Context: an optimization exercise on an open-source flow, tuned for small area. The choices shown serve that exercise and are no tape-out recipe.
In this exercise RTL edits were held to simulation tests only and were not proved equivalent to the original.
The flow treats the clock pin as an ideal source, which a real chip does not have.
No activity file was given, so power comes from the tool's default toggle rates.

Setup of before:
==> flow/design.v <==
module obstacledodger
	(
		CLOCK_50,						 
		resetn,							 
		start_n,						 
		x,
		y,
		colour,
		plot
	);
	input			CLOCK_50;				 
	input			resetn;
	input			start_n;
	output	[7:0]	x;
	output	[6:0]	y;
	output	[2:0]	colour;
	output			plot;
	reg rst_d, ld_d;
	always @(posedge CLOCK_50) begin
		rst_d <= resetn;
		ld_d  <= ~start_n;
	end
	reg  [1:0] st;
	wire [1:0] st_n;
	assign st_n[0] = rst_d & ld_d & ~st[1];
	assign st_n[1] = rst_d & (st[1] | (st[0] & ~ld_d));
	always @(posedge CLOCK_50) st <= st_n;
	assign plot = ~st_n[0];
	wire draw   = ~st[0];
	wire setoff = st[1];
	localparam [14:0] P_S0  = 15'h244d;
	localparam [14:0] P_END = 15'h7034;    
	reg [14:0] pc;
	wire pc_end = (pc == P_END);
	wire tick_p = setoff & pc_end;
	wire pc_ld  = ~setoff | pc_end;
	always @(posedge CLOCK_50) begin
		pc[14:1] <= pc_ld ? P_S0[14:1] : pc[13:0];
		pc[0]    <= setoff & (pc_end | ~(pc[14] ^ pc[13]));
	end
	localparam [14:0] O_S0  = 15'h0125;
	localparam [14:0] O_END = 15'h6847;    
	reg [14:0] oc;
	wire oc_end = (oc == O_END);
	wire tick_o = draw & oc_end;
	wire oc_ld  = ~resetn | tick_o;
	always @(posedge CLOCK_50) begin
		oc[14:1] <= oc_ld ? O_S0[14:1] : draw ? oc[13:0] : oc[14:1];
		oc[0]    <= resetn & (draw ? (oc_end | ~(oc[14] ^ oc[13])) : oc[0]);
	end
	reg [4:0] cnt;
	always @(posedge CLOCK_50) begin
		if (!rst_d)
			cnt <= 5'd0;
		else if (draw)
			cnt <= cnt + 5'd1;
	end
	reg [6:0] ty;
	reg s, down;
	wire ty0  = (ty == 7'd0);
	wire z    = ty0 & ~s & down;            
	wire ocol = ~ty[0] & ~z;
	always @(posedge CLOCK_50) begin
		if (!rst_d) begin
			ty   <= 7'd0;
			s    <= 1'b0;
			down <= 1'b1;
		end else if (tick_o) begin
			if (!z)
				ty <= s ? ty + 7'd1 : ty - 7'd1;
			s <= down;
			if (ty >= 7'd104)
				down <= 1'b0;
			if (ty0)
				down <= 1'b1;
		end
	end
	reg [7:0] tx;
	reg first, b;
	reg [1:0] wh;
	reg b_n;
	reg [1:0] wh_n;
	always @(*) begin
		b_n  = b;
		wh_n = wh;
		if (!rst_d) begin
			b_n  = 1'b1;
			wh_n = 2'd0;
		end else if (tick_p) begin
			if (b)
				b_n = 1'b0;
			else begin
				wh_n = wh + 2'd1;
				b_n  = (wh == 2'd1) ? ocol : 1'b1;
			end
		end
	end
	always @(posedge CLOCK_50) begin
		b  <= b_n;
		wh <= wh_n;
		if (!rst_d) begin
			tx    <= 8'd10;
			first <= 1'b1;
		end else if (tick_p) begin
			if (!first)
				tx <= tx + 8'd1;
			first <= 1'b0;
		end
	end
	assign colour = {1'b0, b_n & (wh_n != 2'd2), b_n & (wh_n == 2'd2)};
	wire pl = (wh == 2'd0);
	assign x = pl ? tx + {6'd0, cnt[1:0]} : 8'd60 + {7'd0, cnt[4]};
	assign y = pl ? 7'd58 + {5'd0, cnt[3:2]} : ty + {3'd0, cnt[3:0]};
endmodule
clock: 10.0 ns
lec_check: 0
cap_margin: 20
core_margin: 2
core_utilization: 40
slew_margin: 20
standard.sh (not shown) runs the stock make flow with config.mk's settings and CLKGATE_MAP_FILE= SYNTH_SCRIPT=/design/flow/synth_recipe.tcl, a recipe that flattens the netlist after the stock synthesis.
==> flow/flow/run.sh <==
#!/bin/bash
# Standard ORFS layout with smaller port buffers and a clock tree without
# dummy loads. Each tool's full output stays in orfs/logs/; make's own
# output goes to flow.log here.
set -euo pipefail
export CTS_ARGS="-sink_clustering_enable -repair_clock_nets -dont_use_dummy_load -buf_list {sky130_fd_sc_hd__clkbuf_2 sky130_fd_sc_hd__clkbuf_4} -sink_clustering_size 30"
export BUFFER_PORTS_ARGS="-buffer_cell sky130_fd_sc_hd__buf_1"
bash standard.sh finish > flow.log 2>&1
--- input diff before..after ---
--- a/flow/design.v
+++ b/flow/design.v
@@ -25,56 +25,55 @@
 	assign st_n[0] = rst_d & ld_d & ~st[1];
 	assign st_n[1] = rst_d & (st[1] | (st[0] & ~ld_d));
 	always @(posedge CLOCK_50) st <= st_n;
 	assign plot = ~st_n[0];
 	wire draw   = ~st[0];
 	wire setoff = st[1];
-	localparam [14:0] P_S0  = 15'h244d;
-	localparam [14:0] P_END = 15'h7034;    
-	reg [14:0] pc;
-	wire pc_end = (pc == P_END);
+	localparam [14:0] T_END = 15'h7739;
+	localparam [14:0] T_RST = 15'h363a;
+	reg [14:0] pc, oc;
+	wire pc_end = (pc == T_END);
+	wire oc_end = (oc == T_END);
 	wire tick_p = setoff & pc_end;
-	wire pc_ld  = ~setoff | pc_end;
+	wire tick_o = draw   & oc_end;
+	wire [14:0] pc_step = pc_end ? 15'd0 : {pc[13:0], ~(pc[14] ^ pc[13])};
+	wire [14:0] oc_step = oc_end ? 15'd0 : {oc[13:0], ~(oc[14] ^ oc[13])};
 	always @(posedge CLOCK_50) begin
-		pc[14:1] <= pc_ld ? P_S0[14:1] : pc[13:0];
-		pc[0]    <= setoff & (pc_end | ~(pc[14] ^ pc[13]));
-	end
-	localparam [14:0] O_S0  = 15'h0125;
-	localparam [14:0] O_END = 15'h6847;    
-	reg [14:0] oc;
-	wire oc_end = (oc == O_END);
-	wire tick_o = draw & oc_end;
-	wire oc_ld  = ~resetn | tick_o;
-	always @(posedge CLOCK_50) begin
-		oc[14:1] <= oc_ld ? O_S0[14:1] : draw ? oc[13:0] : oc[14:1];
-		oc[0]    <= resetn & (draw ? (oc_end | ~(oc[14] ^ oc[13])) : oc[0]);
+		if (!rst_d || !setoff)
+			pc <= T_RST;
+		else
+			pc <= pc_step;
+		if (!rst_d)
+			oc <= T_RST;
+		else if (draw)
+			oc <= oc_step;
 	end
 	reg [4:0] cnt;
 	always @(posedge CLOCK_50) begin
 		if (!rst_d)
 			cnt <= 5'd0;
 		else if (draw)
 			cnt <= cnt + 5'd1;
 	end
 	reg [6:0] ty;
-	reg s, down;
-	wire ty0  = (ty == 7'd0);
-	wire z    = ty0 & ~s & down;            
-	wire ocol = ~ty[0] & ~z;
+	reg s, down, ocol;
+	wire ozero = (ty == 7'd0) & down & ~ocol;    
 	always @(posedge CLOCK_50) begin
 		if (!rst_d) begin
 			ty   <= 7'd0;
-			s    <= 1'b0;
+			s    <= 1'b1;
 			down <= 1'b1;
+			ocol <= 1'b0;
 		end else if (tick_o) begin
-			if (!z)
+			ocol <= ~ocol;
+			if (!ozero)
 				ty <= s ? ty + 7'd1 : ty - 7'd1;
 			s <= down;
 			if (ty >= 7'd104)
 				down <= 1'b0;
-			if (ty0)
+			if (ty == 7'd0)
 				down <= 1'b1;
 		end
 	end
 	reg [7:0] tx;
 	reg first, b;
 	reg [1:0] wh;
Results
Minimum period implied by the final worst setup slack for after: 0.37 ns up relative to before
Lower synthesis-to-finish area growth among after and before: before
Relative to before, mux contribution to synthesized area decreased by 2.4 points in after.
Clock network power delta (after -> before): insignificant
Per the comparison of after with before, combinational share of power went up by 0.5 points, non-clock buffer area fraction after layout went up, cell internal power dissipation went up by about 1.7%.


obstacledodger with an RTL version that a note above also has.
Size in the first run: ~61 flip-flops, about 3000 um2 of cells after synthesis.
==> module obstacledodger, before the edit <==
module obstacledodger
	(
		CLOCK_50,						 
		resetn,							 
		start_n,						 
		x,
		y,
		colour,
		plot
	);
	input			CLOCK_50;				 
	input			resetn;
	input			start_n;
	output	[7:0]	x;
	output	[6:0]	y;
	output	[2:0]	colour;
	output			plot;
	reg rst_d, ld_d;
	always @(posedge CLOCK_50) begin
		rst_d <= resetn;
		ld_d  <= ~start_n;
	end
	reg  [1:0] st;
	wire [1:0] st_n;
	assign st_n[0] = rst_d & ld_d & ~st[1];
	assign st_n[1] = rst_d & (st[1] | (st[0] & ~ld_d));
	always @(posedge CLOCK_50) st <= st_n;
	assign plot = ~st_n[0];
	wire draw   = ~st[0];
	wire setoff = st[1];
	localparam [14:0] T_END = 15'h7739;
	localparam [14:0] T_RST = 15'h363a;
	reg [14:0] pc, oc;
	wire pc_end = (pc == T_END);
	wire oc_end = (oc == T_END);
	wire tick_p = setoff & pc_end;
	wire tick_o = draw   & oc_end;
	wire [14:0] pc_step = pc_end ? 15'd0 : {pc[13:0], ~(pc[14] ^ pc[13])};
	wire [14:0] oc_step = oc_end ? 15'd0 : {oc[13:0], ~(oc[14] ^ oc[13])};
	always @(posedge CLOCK_50) begin
		if (!rst_d || !setoff)
			pc <= T_RST;
		else
			pc <= pc_step;
		if (!rst_d)
			oc <= T_RST;
		else if (draw)
			oc <= oc_step;
	end
	reg [4:0] cnt;
	always @(posedge CLOCK_50) begin
		if (!rst_d)
			cnt <= 5'd0;
		else if (draw)
			cnt <= cnt + 5'd1;
	end
	reg [6:0] ty;
	reg s, down, ocol;
	wire ozero = (ty == 7'd0) & down & ~ocol;    
	always @(posedge CLOCK_50) begin
		if (!rst_d) begin
			ty   <= 7'd0;
			s    <= 1'b1;
			down <= 1'b1;
			ocol <= 1'b0;
		end else if (tick_o) begin
			ocol <= ~ocol;
			if (!ozero)
				ty <= s ? ty + 7'd1 : ty - 7'd1;
			s <= down;
			if (ty >= 7'd104)
				down <= 1'b0;
			if (ty == 7'd0)
				down <= 1'b1;
		end
	end
	reg [7:0] tx;
	reg first, b;
	reg [1:0] wh;
	reg b_n;
	reg [1:0] wh_n;
	always @(*) begin
		b_n  = b;
		wh_n = wh;
		if (!rst_d) begin
			b_n  = 1'b1;
			wh_n = 2'd0;
		end else if (tick_p) begin
			if (b)
				b_n = 1'b0;
			else begin
				wh_n = wh + 2'd1;
				b_n  = (wh == 2'd1) ? ocol : 1'b1;
			end
		end
	end
	always @(posedge CLOCK_50) begin
		b  <= b_n;
		wh <= wh_n;
		if (!rst_d) begin
			tx    <= 8'd10;
			first <= 1'b1;
		end else if (tick_p) begin
			if (!first)
				tx <= tx + 8'd1;
			first <= 1'b0;
		end
	end
	assign colour = {1'b0, b_n & (wh_n != 2'd2), b_n & (wh_n == 2'd2)};
	wire pl = (wh == 2'd0);
	assign x = pl ? tx + {6'd0, cnt[1:0]} : 8'd60 + {7'd0, cnt[4]};
	assign y = pl ? 7'd58 + {5'd0, cnt[3:2]} : ty + {3'd0, cnt[3:0]};
endmodule
Settings: LEC_CHECK=0, CAP_MARGIN=20, CORE_MARGIN=2, CORE_UTILIZATION=40, SLEW_MARGIN=20; clock period 10.0 ns.
run.sh (not shown) runs the stock make flow with config.mk's settings and CLKGATE_MAP_FILE= SYNTH_SCRIPT=/design/flow/synth_recipe.tcl, a recipe that flattens the netlist after the stock synthesis.
Stock flow here: none of the scripts above is used.
==> next run, changes <==
--- a/flow/design.v
+++ b/flow/design.v
@@ -14,8 +14,10 @@
 	output	[7:0]	x;
 	output	[6:0]	y;
 	output	[2:0]	colour;
 	output			plot;
+	localparam [14:0] P_FIRST  = 15'd23336;   
+	localparam [14:0] P_PERIOD = 15'd25004;   
 	reg rst_d, ld_d;
 	always @(posedge CLOCK_50) begin
 		rst_d <= resetn;
 		ld_d  <= ~start_n;
@@ -27,26 +29,20 @@
 	always @(posedge CLOCK_50) st <= st_n;
 	assign plot = ~st_n[0];
 	wire draw   = ~st[0];
 	wire setoff = st[1];
-	localparam [14:0] T_END = 15'h7739;
-	localparam [14:0] T_RST = 15'h363a;
 	reg [14:0] pc, oc;
-	wire pc_end = (pc == T_END);
-	wire oc_end = (oc == T_END);
-	wire tick_p = setoff & pc_end;
-	wire tick_o = draw   & oc_end;
-	wire [14:0] pc_step = pc_end ? 15'd0 : {pc[13:0], ~(pc[14] ^ pc[13])};
-	wire [14:0] oc_step = oc_end ? 15'd0 : {oc[13:0], ~(oc[14] ^ oc[13])};
+	wire tick_p = setoff & (pc == 15'd0);
+	wire tick_o = draw   & (oc == 15'd0);
 	always @(posedge CLOCK_50) begin
-		if (!rst_d || !setoff)
-			pc <= T_RST;
-		else
-			pc <= pc_step;
 		if (!rst_d)
-			oc <= T_RST;
+			pc <= P_FIRST;
+		else if (setoff)
+			pc <= (pc == 15'd0) ? P_PERIOD : pc - 15'd1;
+		if (!rst_d)
+			oc <= P_FIRST;
 		else if (draw)
-			oc <= oc_step;
+			oc <= (oc == 15'd0) ? P_PERIOD : oc - 15'd1;
 	end
 	reg [4:0] cnt;
 	always @(posedge CLOCK_50) begin
 		if (!rst_d)
What happened:
- The changed run passed the timing, design-rule and antenna checks
- worst setup slack is better by 350 ps
- register-to-register slack is better by 130 ps
- cell area is higher by 10%
- total power drops by 2.9%
- wire length increases by 15%
- global-route usage came out higher by 0.67 points
- sequential share of layout area is lower by 3.2 points
- synthesized area increases by 14%
- maximum frequency rose by 7.1%
- clock-buffer cell count is unchanged
- critical path depth is unchanged
- die area goes up by 13%


Another version of the RTL of obstacledodger (not shown whole).
Size in the first run: ~290 cells after synthesis, about 22 I/O pins, ~2300 µm² of cells after synthesis.
==> module obstacledodger, before the edit <==
module obstacledodger(CLOCK_50, resetn, start_n, x, y, colour, plot);
	input CLOCK_50, resetn, start_n;
	output [7:0] x; output [6:0] y; output [2:0] colour; output plot;
	localparam [1:0]  M_ST = 2'd1;
	localparam        M_RD = 1'b1;
	localparam        M_LD = 1'b1;
	localparam [14:0] M_PC = 15'd10954;
	localparam [14:0] M_OC = 15'd10938;
	localparam [4:0]  M_CN = 5'd29;
	localparam [6:0]  M_TY = 7'd0;
	localparam        M_S  = 1'b1;
	localparam        M_DN = 1'b0;
	localparam [7:0]  M_TX = 8'd175;
	localparam        M_FI = 1'b0;
	localparam        M_B  = 1'b0;
	localparam [1:0]  M_WH = 2'd0;
	reg rd_w, ld_w; reg [1:0] st_w; reg [14:0] pc_w, oc_w; reg [4:0] cn_w; reg [6:0] ty_w;
	reg s_w, dn_w, fi_w, b_w; reg [7:0] tx_w; reg [1:0] wh_w;
	wire rst_d = rd_w ^ M_RD, ld_d = ld_w ^ M_LD;
	wire [1:0] st = st_w ^ M_ST; wire [14:0] pc = pc_w ^ M_PC, oc = oc_w ^ M_OC;
	wire [4:0] cnt = cn_w ^ M_CN; wire [6:0] ty = ty_w ^ M_TY; wire s = s_w ^ M_S, down = dn_w ^ M_DN;
	wire [7:0] tx = tx_w ^ M_TX; wire first = fi_w ^ M_FI, b = b_w ^ M_B; wire [1:0] wh = wh_w ^ M_WH;
	wire [1:0] st_n;
	assign st_n[0] = rst_d & ld_d & ~st[1];
	assign st_n[1] = rst_d & (st[1] | (st[0] & ~ld_d));
	assign plot = ~st_n[0];
	wire draw = ~st[0], setoff = st[1];
	localparam [14:0] P_S0 = 15'h244d, P_END = 15'h7034;
	wire pc_end = (pc == P_END);
	wire tick_p = setoff & pc_end;
	wire pc_ld = ~setoff | pc_end;
	wire [14:0] pc_n;
	assign pc_n[14:1] = pc_ld ? P_S0[14:1] : pc[13:0];
	assign pc_n[0] = setoff & (pc_end | ~(pc[14] ^ pc[13]));
	localparam [14:0] O_S0 = 15'h0125, O_END = 15'h6847;
	wire oc_end = (oc == O_END);
	wire tick_o = draw & oc_end;
	wire oc_ld = ~resetn | tick_o;
	wire [14:0] oc_n;
	assign oc_n[14:1] = oc_ld ? O_S0[14:1] : draw ? oc[13:0] : oc[14:1];
	assign oc_n[0] = resetn & (draw ? (oc_end | ~(oc[14] ^ oc[13])) : oc[0]);
	wire [4:0] cnt_n = !rst_d ? 5'd0 : cnt + {4'd0, draw};
	wire ty0 = (ty == 7'd0);
	wire z = ty0 & ~s & down;
	wire ocol = ~ty[0] & ~z;
	wire [6:0] ty_n = !rst_d ? 7'd0 : (tick_o & ~z) ? (s ? ty + 7'd1 : ty - 7'd1) : ty;
	wire s_n = !rst_d ? 1'b0 : tick_o ? down : s;
	wire down_n = !rst_d ? 1'b1 : tick_o ? (ty0 ? 1'b1 : (ty >= 7'd104) ? 1'b0 : down) : down;
	wire b_n = !rst_d ? 1'b1 : tick_p ? (b ? 1'b0 : ((wh == 2'd1) ? ocol : 1'b1)) : b;
	wire [1:0] wh_n = !rst_d ? 2'd0 : (tick_p & ~b) ? wh + 2'd1 : wh;
	wire [7:0] tx_n = !rst_d ? 8'd10 : (tick_p & ~first) ? tx + 8'd1 : tx;
	wire first_n = !rst_d ? 1'b1 : tick_p ? 1'b0 : first;
	always @(posedge CLOCK_50) begin
		rd_w <= resetn ^ M_RD; ld_w <= ~start_n ^ M_LD; st_w <= st_n ^ M_ST;
		pc_w <= pc_n ^ M_PC; oc_w <= oc_n ^ M_OC; cn_w <= cnt_n ^ M_CN; ty_w <= ty_n ^ M_TY;
		s_w <= s_n ^ M_S; dn_w <= down_n ^ M_DN; b_w <= b_n ^ M_B; wh_w <= wh_n ^ M_WH;
		tx_w <= tx_n ^ M_TX; fi_w <= first_n ^ M_FI;
	end
	assign colour = {1'b0, b_n & (wh_n != 2'd2), b_n & (wh_n == 2'd2)};
	wire pl = (wh == 2'd0);
	assign x = pl ? tx + {6'd0, cnt[1:0]} : 8'd60 + {7'd0, cnt[4]};
	assign y = pl ? 7'd58 + {5'd0, cnt[3:2]} : ty + {3'd0, cnt[3:0]};
endmodule
clock: 10.0 ns
lec_check: 0
cap_margin: 20
core_margin: 2
core_utilization: 40
slew_margin: 20
standard.sh (not shown) runs the stock make flow with config.mk's settings and CLKGATE_MAP_FILE= SYNTH_SCRIPT=/design/flow/synth_recipe.tcl, a recipe that flattens the netlist after the stock synthesis.
==> flow/flow/run.sh <==
#!/bin/bash
# Layout flow: the standard synthesis, its combinational logic re-mapped
# for area (registers untouched, equivalence proven), the standard ORFS
# floorplan and placement with small port buffers, a clock tree of 2 to 4
# buffers driven by the clock port (flow/cts.tcl), then the standard ORFS
# routing and finishing.
# Each tool writes its full output to a log of its own in this folder (and
# ORFS's step logs stay in orfs/logs/).
set -euo pipefail
HERE=$(pwd)
F=$HERE/flow
R=$HERE/orfs/results/$FLOW_PLATFORM/obstacledodger/base
LIB=$FLOW_HOME/platforms/sky130hd/lib/sky130_fd_sc_hd__tt_025C_1v80.lib
export BUFFER_PORTS_ARGS="-buffer_cell sky130_fd_sc_hd__buf_1"

bash standard.sh synth > synth.log 2>&1

cp "$R/1_2_yosys.v" "$HERE/std_synth.v"
subst() {  # template, output, abc script, tag
  sed -e "s#@LIB@#$LIB#g" -e "s#@ABC@#$3#g" -e "s#@TOP@#$FLOW_TOP#g" \
      -e "s#@IN@#$HERE/std_synth.v#g" -e "s#@OUT@#$HERE/remap_$4.v#g" -e "s#@CONB@#$F/conb.v#g" "$1" > "$2"
}
# Try each ABC script (four at a time); keep the smallest result whose
# equivalence with the standard synthesis is proven.
: > remap.log
for abc in "$F"/remap_*.abc; do
  tag=$(basename "$abc" .abc | sed 's/remap_//')
  subst "$F/remap.ys.in" "$HERE/remap_$tag.ys" "$abc" "$tag"
done
ls "$HERE"/remap_*.ys | xargs -P 4 -I{} sh -c 'timeout 600 yosys -s {} > {}.log 2>&1 || true'
results=""
for abc in "$F"/remap_*.abc; do
  tag=$(basename "$abc" .abc | sed 's/remap_//')
  area=$(grep "Chip area for module" "$HERE/remap_$tag.ys.log" 2>/dev/null | tail -1 | awk '{print $NF}')
  if [[ -n "$area" && -s "$HERE/remap_$tag.v" ]] && grep -q "End of script" "$HERE/remap_$tag.ys.log"; then
    echo "script $tag: area $area" >> remap.log
    results="$results$area $tag\n"
  else
    echo "script $tag: failed" >> remap.log
  fi
done
chosen=""
for tag in $(printf "$results" | sort -n | awk '{print $2}'); do
  subst "$F/eq.ys.in" "$HERE/eq_$tag.ys" "" "$tag"
  if timeout 600 yosys -s "$HERE/eq_$tag.ys" > "eq_$tag.log" 2>&1; then
    chosen=$tag; break
  fi
  echo "script $tag: equivalence not proven" >> remap.log
done
if [[ -n "$chosen" ]]; then
  sleep 1
  cp "$HERE/remap_$chosen.v" "$R/1_2_yosys.v"
  echo "remapped netlist in use: script $chosen" >> remap.log
else
  echo "no remap proven; keeping the standard netlist" >> remap.log
fi

bash standard.sh place > place.log 2>&1

sleep 1
DONT_USE=$(make -s -C "$FLOW_HOME" DESIGN_CONFIG="$HERE/config.mk" WORK_HOME="$HERE/orfs" print-DONT_USE_CELLS 2>/dev/null | sed 's/^DONT_USE_CELLS: //') || true
export RESULTS_DIR="$R" LIB_FILE="$LIB" PLATFORM_DIR="$FLOW_HOME/platforms/sky130hd"
export DONT_USE_CELLS="${DONT_USE:-sky130_fd_sc_hd__probe_p_8 sky130_fd_sc_hd__probec_p_8}"
export CLK_PORT=CLOCK_50 CLK_SLEW_NS=${CLK_SLEW_NS:-0.12}
export CLK_BUFS="sky130_fd_sc_hd__clkbuf_4 sky130_fd_sc_hd__clkbuf_8 sky130_fd_sc_hd__buf_12 sky130_fd_sc_hd__clkbuf_16"
: > cts_try.log
best_k=""; best_a=""
for k in 2 3 4; do
  CLK_K=$k CLK_DRY=1 openroad -no_init -exit "$F/cts.tcl" > "cts_try_$k.log" 2>&1 || true
  line=$(grep "^cts K=" "cts_try_$k.log" | tail -1 || true)
  echo "$line" >> cts_try.log
  a=$(echo "$line" | sed -n 's/.*area=\([0-9.]*\) ok=1.*/\1/p')
  if [[ -n "$a" ]] && { [[ -z "$best_a" ]] || awk "BEGIN{exit !($a < $best_a)}"; }; then best_k=$k; best_a=$a; fi
done
echo "chosen K=${best_k:-4}" >> cts_try.log
CLK_K=${best_k:-4} openroad -no_init -exit "$F/cts.tcl" > cts.log 2>&1

bash standard.sh finish > finish.log 2>&1
Other scripts of this flow, unchanged in this note and not shown: flow/flow/conb.v, flow/flow/cts.tcl, flow/flow/eq.ys.in, flow/flow/remap.ys.in, flow/flow/remap_01.abc, flow/flow/remap_02.abc, flow/flow/remap_03.abc, flow/flow/remap_04.abc, flow/flow/remap_05.abc, flow/flow/remap_06.abc, flow/flow/remap_07.abc, flow/flow/remap_08.abc, flow/flow/remap_09.abc, flow/flow/remap_10.abc
Change:
--- a/flow/design.v
+++ b/flow/design.v
@@ -2,17 +2,17 @@
 	input CLOCK_50, resetn, start_n;
 	output [7:0] x; output [6:0] y; output [2:0] colour; output plot;
-	localparam [1:0]  M_ST = 2'd1;
+	localparam [1:0]  M_ST = 2'd0;
 	localparam        M_RD = 1'b1;
 	localparam        M_LD = 1'b1;
-	localparam [14:0] M_PC = 15'd10954;
-	localparam [14:0] M_OC = 15'd10938;
-	localparam [4:0]  M_CN = 5'd29;
+	localparam [14:0] M_PC = 15'd10922;
+	localparam [14:0] M_OC = 15'd10922;
+	localparam [4:0]  M_CN = 5'd21;
 	localparam [6:0]  M_TY = 7'd0;
 	localparam        M_S  = 1'b1;
 	localparam        M_DN = 1'b0;
-	localparam [7:0]  M_TX = 8'd175;
+	localparam [7:0]  M_TX = 8'd170;
 	localparam        M_FI = 1'b0;
 	localparam        M_B  = 1'b0;
-	localparam [1:0]  M_WH = 2'd0;
+	localparam [1:0]  M_WH = 2'd2;
 	reg rd_w, ld_w; reg [1:0] st_w; reg [14:0] pc_w, oc_w; reg [4:0] cn_w; reg [6:0] ty_w;
 	reg s_w, dn_w, fi_w, b_w; reg [7:0] tx_w; reg [1:0] wh_w;
Count of clock-buffer cells in the layout is unchanged.
Sequential share of layout area shrinks by 0.37 points.
Via count came out lower by about 3.7%.
Utilization is about the same.
Synthesized cell count increases by about 2%.
Setup slack loses 0.15 ns.
Power is about the same.
Sequential power barely changes.
Final area increases by about 0.8%.
Synthesized area rose by 0.53%.

separate check: timing with driven ports:
How much do the figures lean on ideal ports? The routed layouts below were timed once more, with nothing changed but the port constraints.
Step 1, drivers: a clkbuf_16 drives CLOCK_50 and a buf_2 each remaining input, both assumed.
Step 2 also shifts input and output timing later by t, the mid clock arrival at the registers, as if the neighbouring blocks saw the same clock.
Slacks: no drivers / after step 1 / after step 2; pairs: no drivers / after step 1.
run | t (ns) | setup WS [ns] | worst register clock-pin slew, ns
before | 0.404 | 5.518 / 5.493 / 5.897 | 0.10 / 0.10
after | 0.410 | 5.145 / 5.118 / 5.528 | 0.12 / 0.12
the first run of note 2 | 0.365 | 4.798 / 4.771 / 5.136 | 0.07 / 0.07
the second run of note 2 | 0.354 | 5.143 / 5.116 / 5.470 | 0.07 / 0.07
the first run of note 3 | 0.199 | 5.419 / 5.372 / 5.571 | 0.11 / 0.11
the second run of note 3 | 0.201 | 5.271 / 5.223 / 5.424 | 0.11 / 0.11
After both steps every run listed still meets setup and hold.
